This is an optimization exercise on Yosys and OpenROAD, whose aim is small area, not a production implementation.
The RTL was checked by simulation tests, not by an equivalence proof against the original design.

==> maple: inputs <==
## rx_fullsuma_error_top
module rx_fullsuma_error_top(
	input [31:0] rx_data,
	input rx_clk,
	input reset,
	input trans_en,
	output reg tx_serial,
	output reg led_3c,
	input aligned,
	input [3:0] rx_k
);
==> flow/config.mk <==
export PLATFORM = sky130hd
export DESIGN_NAME = rx_fullsuma_error_top
export DESIGN_NICKNAME = rx_fullsuma_error_top
export VERILOG_FILES = /design/flow/design.v
export SDC_FILE = /design/flow/constraint.sdc
export NUM_CORES = 4
export LEC_CHECK = 0
export CAP_MARGIN = 0
export CORE_MARGIN = 2
export CORE_UTILIZATION = 60
export PLACE_DENSITY = 0.7
export SLEW_MARGIN = 0
export SYNTH_HIERARCHICAL = 1
==> flow/constraint.sdc <==
create_clock -name core_clock -period 7.0 [get_ports {rx_clk}]
set_input_delay 1.4000 -clock core_clock [delete_from_list [all_inputs] [get_ports {rx_clk}]]
set_output_delay 1.4000 -clock core_clock [all_outputs]
set_load 0.01 [all_outputs]
standard.sh (not shown) runs the stock make flow with config.mk's settings and CLKGATE_MAP_FILE= SYNTH_SCRIPT=/design/flow/synth_recipe.tcl, a recipe that flattens the netlist after the stock synthesis.
==> flow/flow/run.sh <==
#!/bin/bash
# The standard layout (standard.sh), with two changes:
# - the port buffers are the smallest buffer cell, buf_1, instead of the resizer's pick;
# - clock tree synthesis clusters sinks more coarsely and adds no dummy loads.
# make's output goes to make_finish.log here; ORFS keeps each step's log under orfs/logs.
set -euo pipefail
bash standard.sh \
  "BUFFER_PORTS_ARGS=-buffer_cell sky130_fd_sc_hd__buf_1" \
  "CTS_ARGS=-sink_clustering_enable -repair_clock_nets -sink_clustering_size 30 -sink_clustering_max_diameter 200 -buf_list sky130_fd_sc_hd__clkbuf_8 -dont_use_dummy_load" \
  finish > make_finish.log 2>&1
==> raven (differences from maple) <==
--- a/flow/design.v
+++ b/flow/design.v
@@ -13,13 +13,13 @@
 localparam [1:0] F_IDLE = 2'd0, F_SOP = 2'd1, F_WAIT = 2'd2, F_ERR = 2'd3;
 localparam [3:0] U_IDLE = 4'd1, U_WAIT = 4'd7, U_STOP = 4'd0;
 reg [2:0] st;
 reg aux;
 reg [1:0] f3;
 reg [3:0] up;
-reg [10:0] bc;
+reg [10:0] bcq;
 reg [6:0] pq;       
 reg [19:0] cw;
 reg [7:0] tot;
 reg [4:0] err;
 wire k0 = rx_k[0];
 wire low_dc = rx_data[7:0] == 8'hDC;
@@ -51,18 +51,20 @@
 bc0n u_xl1 (.d(rx_data[1]), .on(on[1]), .s(low_dc), .x(x[1]));
 bc1n u_xl2 (.d(rx_data[2]), .on(on[2]), .ns(nlow_dc), .x(x[2]));
 bc1n u_xl3 (.d(rx_data[3]), .on(on[3]), .ns(nlow_dc), .x(x[3]));
 bc1n u_xl4 (.d(rx_data[4]), .on(on[4]), .ns(nlow_dc), .x(x[4]));
 bc0n u_xl5 (.d(rx_data[5]), .on(on[5]), .s(low_dc), .x(x[5]));
 bc1n u_xl6 (.d(rx_data[6]), .on(on[6]), .ns(nlow_dc), .x(x[6]));
-bc1 u_xl7 (.d(rx_data[7]), .o(o[7]), .s(low_dc), .x(x[7]));
+wire xl7n; bnor u_xln7 (.a(o[7]), .b(low_dc), .y(xl7n)); bxn2 u_xl7 (.a(rx_data[7]), .b(xl7n), .y(x[7]));
 generate for (gi = 8; gi < 28; gi = gi + 1) begin : g_xm
 	bcm u_x (.d(rx_data[gi]), .o(o[gi]), .c(cw[gi - 8]), .s(low_dc), .x(x[gi]));
 end endgenerate
+wire [31:28] xhn;
 generate for (gi = 28; gi < 32; gi = gi + 1) begin : g_xh
-	bcg u_x (.d(rx_data[gi]), .o(o[gi]), .ns(nlow_dc), .x(x[gi]));
+	bxn2 u_n (.a(rx_data[gi]), .b(o[gi]), .y(xhn[gi]));
+	bnor u_x (.a(xhn[gi]), .b(low_dc), .y(x[gi]));
 end endgenerate
 wire [19:0] crc_upd;
 wire [4:0] pc;
 wire [153:0] cx;
 bx2 u_cx0 (.a(rx_data[23]), .b(cw[11]), .y(cx[0]));
 bx2 u_cx1 (.a(rx_data[12]), .b(cw[0]), .y(cx[1]));
@@ -274,12 +276,13 @@
 assign pc[2] = ph2_s;
 assign pc[3] = ph3_s;
 assign pc[4] = pcx0;
 wire wait_done = ~cw[1] & ~cw[4] & ~cw[5] & cw[7] & cw[9] & cw[10] & cw[11] & ~cw[12] & cw[14];
 wire cnt_en = en & (nlow_dc | (k0 & ~aux));
 wire tx_ready = f3 == F_SOP || f3 == F_ERR;
+wire [10:0] bc = bcq ^ 11'b01010101010;
 wire strobe = bc[0] & bc[2] & bc[3] & ~bc[5] & bc[7] & bc[9] & ~bc[10];
 wire tx_done = up == U_STOP;
 wire f_err = f3 == F_ERR;
 wire start = (up == U_IDLE) & tx_ready;
 wire [4:0] err_d;
 generate for (gi = 0; gi < 5; gi = gi + 1) begin : g_err
@@ -292,28 +295,32 @@
 generate for (gi = 1; gi < 5; gi = gi + 1) begin : g_tf
 	bfa u_t (.a(tot[gi]), .b(err[gi]), .c(tc[gi - 1]), .s(tot_s[gi]), .co(tc[gi]));
 end endgenerate
 bha u_t5 (.a(tot[5]), .b(tc[4]), .s(tot_s[5]), .co(tc[5]));
 bha u_t6 (.a(tot[6]), .b(tc[5]), .s(tot_s[6]), .co(tc[6]));
 bx2 u_t7 (.a(tot[7]), .b(tc[6]), .y(tot_s[7]));
+wire tot_sh = strobe & f_err & up[3];
+wire tot_keep = nclr & ~tot_sh;
 wire [7:0] tot_d;
+wire [8:0] tot_up = {1'b0, tot};
 generate for (gi = 0; gi < 8; gi = gi + 1) begin : g_tc
-	band u_c (.a(tot_s[gi]), .b(nclr), .y(tot_d[gi]));
+	bsel2 u_c (.a(tot_keep), .x(tot_s[gi]), .b(tot_sh), .y(tot_up[gi + 1]), .d(tot_d[gi]));
 end endgenerate
 localparam [10:0] BC_LOAD = 11'd475;
+localparam [10:0] BCQ_LOAD = BC_LOAD ^ 11'b01010101010;
 wire bc_ld = start | strobe;
 wire nbc_ld = ~bc_ld;
-wire bc_fb;
-bx2 u_bcf (.a(bc[10]), .b(bc[8]), .y(bc_fb));
-wire [10:0] bc_d;
-wire [10:0] bc_sh = {bc[9:0], bc_fb};
+wire bc_fbn;
+bxn2 u_bcf (.a(bcq[10]), .b(bcq[8]), .y(bc_fbn));
+wire [10:0] bcq_d;
+wire [10:0] bcq_shn = {bcq[9:0], bc_fbn};
 generate for (gi = 0; gi < 11; gi = gi + 1) begin : g_bc
-	if ((BC_LOAD >> gi) & 1)
-		bor u_b (.a(bc_sh[gi]), .b(bc_ld), .y(bc_d[gi]));
+	if ((BCQ_LOAD >> gi) & 1)
+		bnand u_b (.a(bcq_shn[gi]), .b(nbc_ld), .y(bcq_d[gi]));
 	else
-		band u_b (.a(bc_sh[gi]), .b(nbc_ld), .y(bc_d[gi]));
+		bnor u_b (.a(bcq_shn[gi]), .b(bc_ld), .y(bcq_d[gi]));
 end endgenerate
 wire [6:0] pq_n = {on[6:1], o[0]};
 wire [6:0] pq_d;
 generate for (gi = 0; gi < 7; gi = gi + 1) begin : g_ps
 	bsel1 u_p (.set(reset), .a(en), .an(nen), .x(pq_n[gi]), .y(pq[gi]), .d(pq_d[gi]));
 end endgenerate
@@ -327,37 +334,45 @@
 generate for (gi = 0; gi < 16; gi = gi + 1) begin : g_cw
 	bsel1 u_c (.set(cw_set), .a(cw_wt), .an(cw_nwt), .x(cw_sh[gi]), .y(crc_upd[gi]), .d(cw_d[gi]));
 end endgenerate
 generate for (gi = 16; gi < 20; gi = gi + 1) begin : g_cwh
 	bor u_c (.a(crc_upd[gi]), .b(cw_set), .y(cw_d[gi]));
 end endgenerate
-wire tx_val = up[3] ? (f_err ? tot[up[2:0]] : up[2] ^ up[1]) : ~up[1];
+wire c3c;
+bx2 u_c3c (.a(up[2]), .b(up[1]), .y(c3c));
+wire tx_val = up[3] ? (f_err ? tot[0] : c3c) : ~up[1];
+wire [3:0] up_s;
+wire [2:0] up_c;
+bha u_up0 (.a(up[0]), .b(strobe), .s(up_s[0]), .co(up_c[0]));
+bha u_up1 (.a(up[1]), .b(up_c[0]), .s(up_s[1]), .co(up_c[1]));
+bha u_up2 (.a(up[2]), .b(up_c[1]), .s(up_s[2]), .co(up_c[2]));
+bx2 u_up3 (.a(up[3]), .b(up_c[2]), .y(up_s[3]));
+wire up_idle = up == U_IDLE;
+wire [3:0] up_d = reset ? U_IDLE : up_idle ? (tx_ready ? U_WAIT : U_IDLE) : up_s;
+wire f3_t1;
+bx2 u_f31 (.a(f3[1]), .b(f3[0] & tx_done), .y(f3_t1));
+wire f3_n0 = f3[0] ? ~tx_done : f3[1] ? (st == S_SEND) & ~tx_done : en;
+wire [1:0] f3_d = reset ? 2'b00 : {f3_t1, f3_n0};
 always @(*) begin
 	led_3c = aux | (st != S_RST && st != S_IDLE);
 end
 always @(posedge rx_clk) begin
 	pq <= pq_d;
 	cw <= cw_d;
 	err <= err_d;
 	tot <= tot_d;
-	bc <= bc_d;
-	if (reset) begin
-		up <= U_IDLE;
+	bcq <= bcq_d;
+	if (reset)
 		tx_serial <= 1'b1;
-	end else begin
-		if (up == U_IDLE)
-			up <= tx_ready ? U_WAIT : U_IDLE;
-		else if (strobe)
-			up <= up + 4'd1;
-		if (strobe)
-			tx_serial <= tx_val;
-	end
+	else if (strobe)
+		tx_serial <= tx_val;
+	up <= up_d;
+	f3 <= f3_d;
 	if (reset) begin
 		st <= S_RST;
 		aux <= 1'b0;
-		f3 <= F_IDLE;
 	end else begin
 		case (st)
 			S_RST: st <= S_IDLE;
 			S_IDLE: if (is_sop) st <= S_PKT;
 			S_PKT, S_PKTA: st <= is_eop ? S_EOP : S_PKT;
 			S_EOP: begin
@@ -365,18 +380,12 @@
 				if (aux) st <= S_WAIT;
 			end
 			S_WAIT: if (wait_done) st <= S_SEND; else if (is_sop) st <= S_PKTA;
 			S_SEND: if (f3 == F_IDLE) st <= S_IDLE;
 			default: st <= S_RST;
 		endcase
-		case (f3)
-			F_IDLE: if (st == S_PKT) f3 <= F_SOP;
-			F_SOP: if (tx_done) f3 <= F_WAIT;
-			F_WAIT: if (st == S_SEND && !tx_done) f3 <= F_ERR;
-			F_ERR: if (tx_done) f3 <= F_IDLE;
-		endcase
 	end
 end
 endmodule
 module bx2(input a, input b, output y);
 	assign y = a ^ b;
 endmodule
@@ -406,12 +415,21 @@
 module bc0(input d, input o, input ns, output x);
 	assign x = d ^ (ns & o);
 endmodule
 module bcg(input d, input o, input ns, output x);
 	assign x = ns & (d ^ o);
 endmodule
+module bsel2(input a, input x, input b, input y, output d);
+	assign d = (a & x) | (b & y);
+endmodule
+module bnand(input a, input b, output y);
+	assign y = ~(a & b);
+endmodule
+module bnor(input a, input b, output y);
+	assign y = ~(a | b);
+endmodule
 module band(input a, input b, output y);
 	assign y = a & b;
 endmodule
 module bor(input a, input b, output y);
 	assign y = a | b;
 endmodule
Settings changed: GPL_ROUTABILITY_DRIVEN set to 0, GPL_TIMING_DRIVEN set to 0.
==> sierra (differences from maple) <==
--- a/flow/design.v
+++ b/flow/design.v
@@ -51,18 +51,20 @@
 bc0n u_xl1 (.d(rx_data[1]), .on(on[1]), .s(low_dc), .x(x[1]));
 bc1n u_xl2 (.d(rx_data[2]), .on(on[2]), .ns(nlow_dc), .x(x[2]));
 bc1n u_xl3 (.d(rx_data[3]), .on(on[3]), .ns(nlow_dc), .x(x[3]));
 bc1n u_xl4 (.d(rx_data[4]), .on(on[4]), .ns(nlow_dc), .x(x[4]));
 bc0n u_xl5 (.d(rx_data[5]), .on(on[5]), .s(low_dc), .x(x[5]));
 bc1n u_xl6 (.d(rx_data[6]), .on(on[6]), .ns(nlow_dc), .x(x[6]));
-bc1 u_xl7 (.d(rx_data[7]), .o(o[7]), .s(low_dc), .x(x[7]));
+wire xl7n; bnor u_xln7 (.a(o[7]), .b(low_dc), .y(xl7n)); bxn2 u_xl7 (.a(rx_data[7]), .b(xl7n), .y(x[7]));
 generate for (gi = 8; gi < 28; gi = gi + 1) begin : g_xm
 	bcm u_x (.d(rx_data[gi]), .o(o[gi]), .c(cw[gi - 8]), .s(low_dc), .x(x[gi]));
 end endgenerate
+wire [31:28] xhn;
 generate for (gi = 28; gi < 32; gi = gi + 1) begin : g_xh
-	bcg u_x (.d(rx_data[gi]), .o(o[gi]), .ns(nlow_dc), .x(x[gi]));
+	bxn2 u_n (.a(rx_data[gi]), .b(o[gi]), .y(xhn[gi]));
+	bnor u_x (.a(xhn[gi]), .b(low_dc), .y(x[gi]));
 end endgenerate
 wire [19:0] crc_upd;
 wire [4:0] pc;
 wire [153:0] cx;
 bx2 u_cx0 (.a(rx_data[23]), .b(cw[11]), .y(cx[0]));
 bx2 u_cx1 (.a(rx_data[12]), .b(cw[0]), .y(cx[1]));
@@ -327,37 +329,45 @@
 generate for (gi = 0; gi < 16; gi = gi + 1) begin : g_cw
 	bsel1 u_c (.set(cw_set), .a(cw_wt), .an(cw_nwt), .x(cw_sh[gi]), .y(crc_upd[gi]), .d(cw_d[gi]));
 end endgenerate
 generate for (gi = 16; gi < 20; gi = gi + 1) begin : g_cwh
 	bor u_c (.a(crc_upd[gi]), .b(cw_set), .y(cw_d[gi]));
 end endgenerate
-wire tx_val = up[3] ? (f_err ? tot[up[2:0]] : up[2] ^ up[1]) : ~up[1];
+wire c3c;
+bx2 u_c3c (.a(up[2]), .b(up[1]), .y(c3c));
+wire tx_val = up[3] ? (f_err ? tot[up[2:0]] : c3c) : ~up[1];
+wire [3:0] up_s;
+wire [2:0] up_c;
+bha u_up0 (.a(up[0]), .b(strobe), .s(up_s[0]), .co(up_c[0]));
+bha u_up1 (.a(up[1]), .b(up_c[0]), .s(up_s[1]), .co(up_c[1]));
+bha u_up2 (.a(up[2]), .b(up_c[1]), .s(up_s[2]), .co(up_c[2]));
+bx2 u_up3 (.a(up[3]), .b(up_c[2]), .y(up_s[3]));
+wire up_idle = up == U_IDLE;
+wire [3:0] up_d = reset ? U_IDLE : up_idle ? (tx_ready ? U_WAIT : U_IDLE) : up_s;
+wire f3_t1;
+bx2 u_f31 (.a(f3[1]), .b(f3[0] & tx_done), .y(f3_t1));
+wire f3_n0 = f3[0] ? ~tx_done : f3[1] ? (st == S_SEND) & ~tx_done : en;
+wire [1:0] f3_d = reset ? 2'b00 : {f3_t1, f3_n0};
 always @(*) begin
 	led_3c = aux | (st != S_RST && st != S_IDLE);
 end
 always @(posedge rx_clk) begin
 	pq <= pq_d;
 	cw <= cw_d;
 	err <= err_d;
 	tot <= tot_d;
 	bc <= bc_d;
-	if (reset) begin
-		up <= U_IDLE;
+	if (reset)
 		tx_serial <= 1'b1;
-	end else begin
-		if (up == U_IDLE)
-			up <= tx_ready ? U_WAIT : U_IDLE;
-		else if (strobe)
-			up <= up + 4'd1;
-		if (strobe)
-			tx_serial <= tx_val;
-	end
+	else if (strobe)
+		tx_serial <= tx_val;
+	up <= up_d;
+	f3 <= f3_d;
 	if (reset) begin
 		st <= S_RST;
 		aux <= 1'b0;
-		f3 <= F_IDLE;
 	end else begin
 		case (st)
 			S_RST: st <= S_IDLE;
 			S_IDLE: if (is_sop) st <= S_PKT;
 			S_PKT, S_PKTA: st <= is_eop ? S_EOP : S_PKT;
 			S_EOP: begin
@@ -365,18 +375,12 @@
 				if (aux) st <= S_WAIT;
 			end
 			S_WAIT: if (wait_done) st <= S_SEND; else if (is_sop) st <= S_PKTA;
 			S_SEND: if (f3 == F_IDLE) st <= S_IDLE;
 			default: st <= S_RST;
 		endcase
-		case (f3)
-			F_IDLE: if (st == S_PKT) f3 <= F_SOP;
-			F_SOP: if (tx_done) f3 <= F_WAIT;
-			F_WAIT: if (st == S_SEND && !tx_done) f3 <= F_ERR;
-			F_ERR: if (tx_done) f3 <= F_IDLE;
-		endcase
 	end
 end
 endmodule
 module bx2(input a, input b, output y);
 	assign y = a ^ b;
 endmodule
@@ -406,12 +410,15 @@
 module bc0(input d, input o, input ns, output x);
 	assign x = d ^ (ns & o);
 endmodule
 module bcg(input d, input o, input ns, output x);
 	assign x = ns & (d ^ o);
 endmodule
+module bnor(input a, input b, output y);
+	assign y = ~(a | b);
+endmodule
 module band(input a, input b, output y);
 	assign y = a & b;
 endmodule
 module bor(input a, input b, output y);
 	assign y = a | b;
 endmodule
==> results.toml <==
[critical_path]
rrSetupSlack_ns = 0.64
path_max_fanout = 12
crit_start = "rx_data[2]"

[route]
vias = 3716

[finish]
most-common-layout-cells = "xor2_1, dfxtp_1, buf_1"

[synthesis]
postSynthAreaPerCell_um2 = 10.30

[outcome]
outcome = "no timing/DRC/antenna violations"
The numbers above come from raven.

==> results.toml <==
[outcome]
outcome = "no timing/DRC/antenna violations"

[route]
vias = 3814

[synthesis]
postSynthAreaPerCell_um2 = 10.42

[critical_path]
path_max_fanout = 3
rrSetupSlack_ns = 0.75

[run]
drv_cap = 0
The numbers above come from maple.

==> results.toml <==
[critical_path]
path_max_fanout = 3
rrSetupSlack_ns = 0.72

[finish]
most-common-layout-cells = "xor2_1, dfxtp_1, buf_1"

[route]
vias = 3722

[outcome]
outcome = "no timing/DRC/antenna violations"
The numbers above come from sierra.

-- re-timing with driven ports --
Ports are ideal in the flow. The routed layouts listed here were re-timed in OpenROAD.
Step 1 sets driving cells, clkbuf_16 on the clock port and buf_2 on the other inputs (assumed; they add their load-dependent delay and slew).
Step 2 also shifts input and output timing later by t, the mid clock arrival at the registers, as if the neighbouring blocks saw the same clock.
a / b / c = ideal / step 1 / step 2; a / b = the first two.
| run | shift t [ns] | setup WS [ns] | worst setup path at the end | latest minus earliest clock arrival (ns) |
|---|---|---|---|---|
| maple | 0.359 | 0.755 / 0.755 / 0.491 | input to register | 0.029 / 0.028 |
| raven | 0.358 | 0.266 / 0.279 / -0.079 | input to register | 0.025 / 0.025 |
| sierra | 0.355 | 0.716 / 0.716 / 0.572 | input to register | 0.026 / 0.027 |
Met with ideal ports but missed after step 2: setup timing in raven. For raven, which loses most, drivers alone change the setup slack by +0.013 ns; drivers and shift together by -0.345 ns.
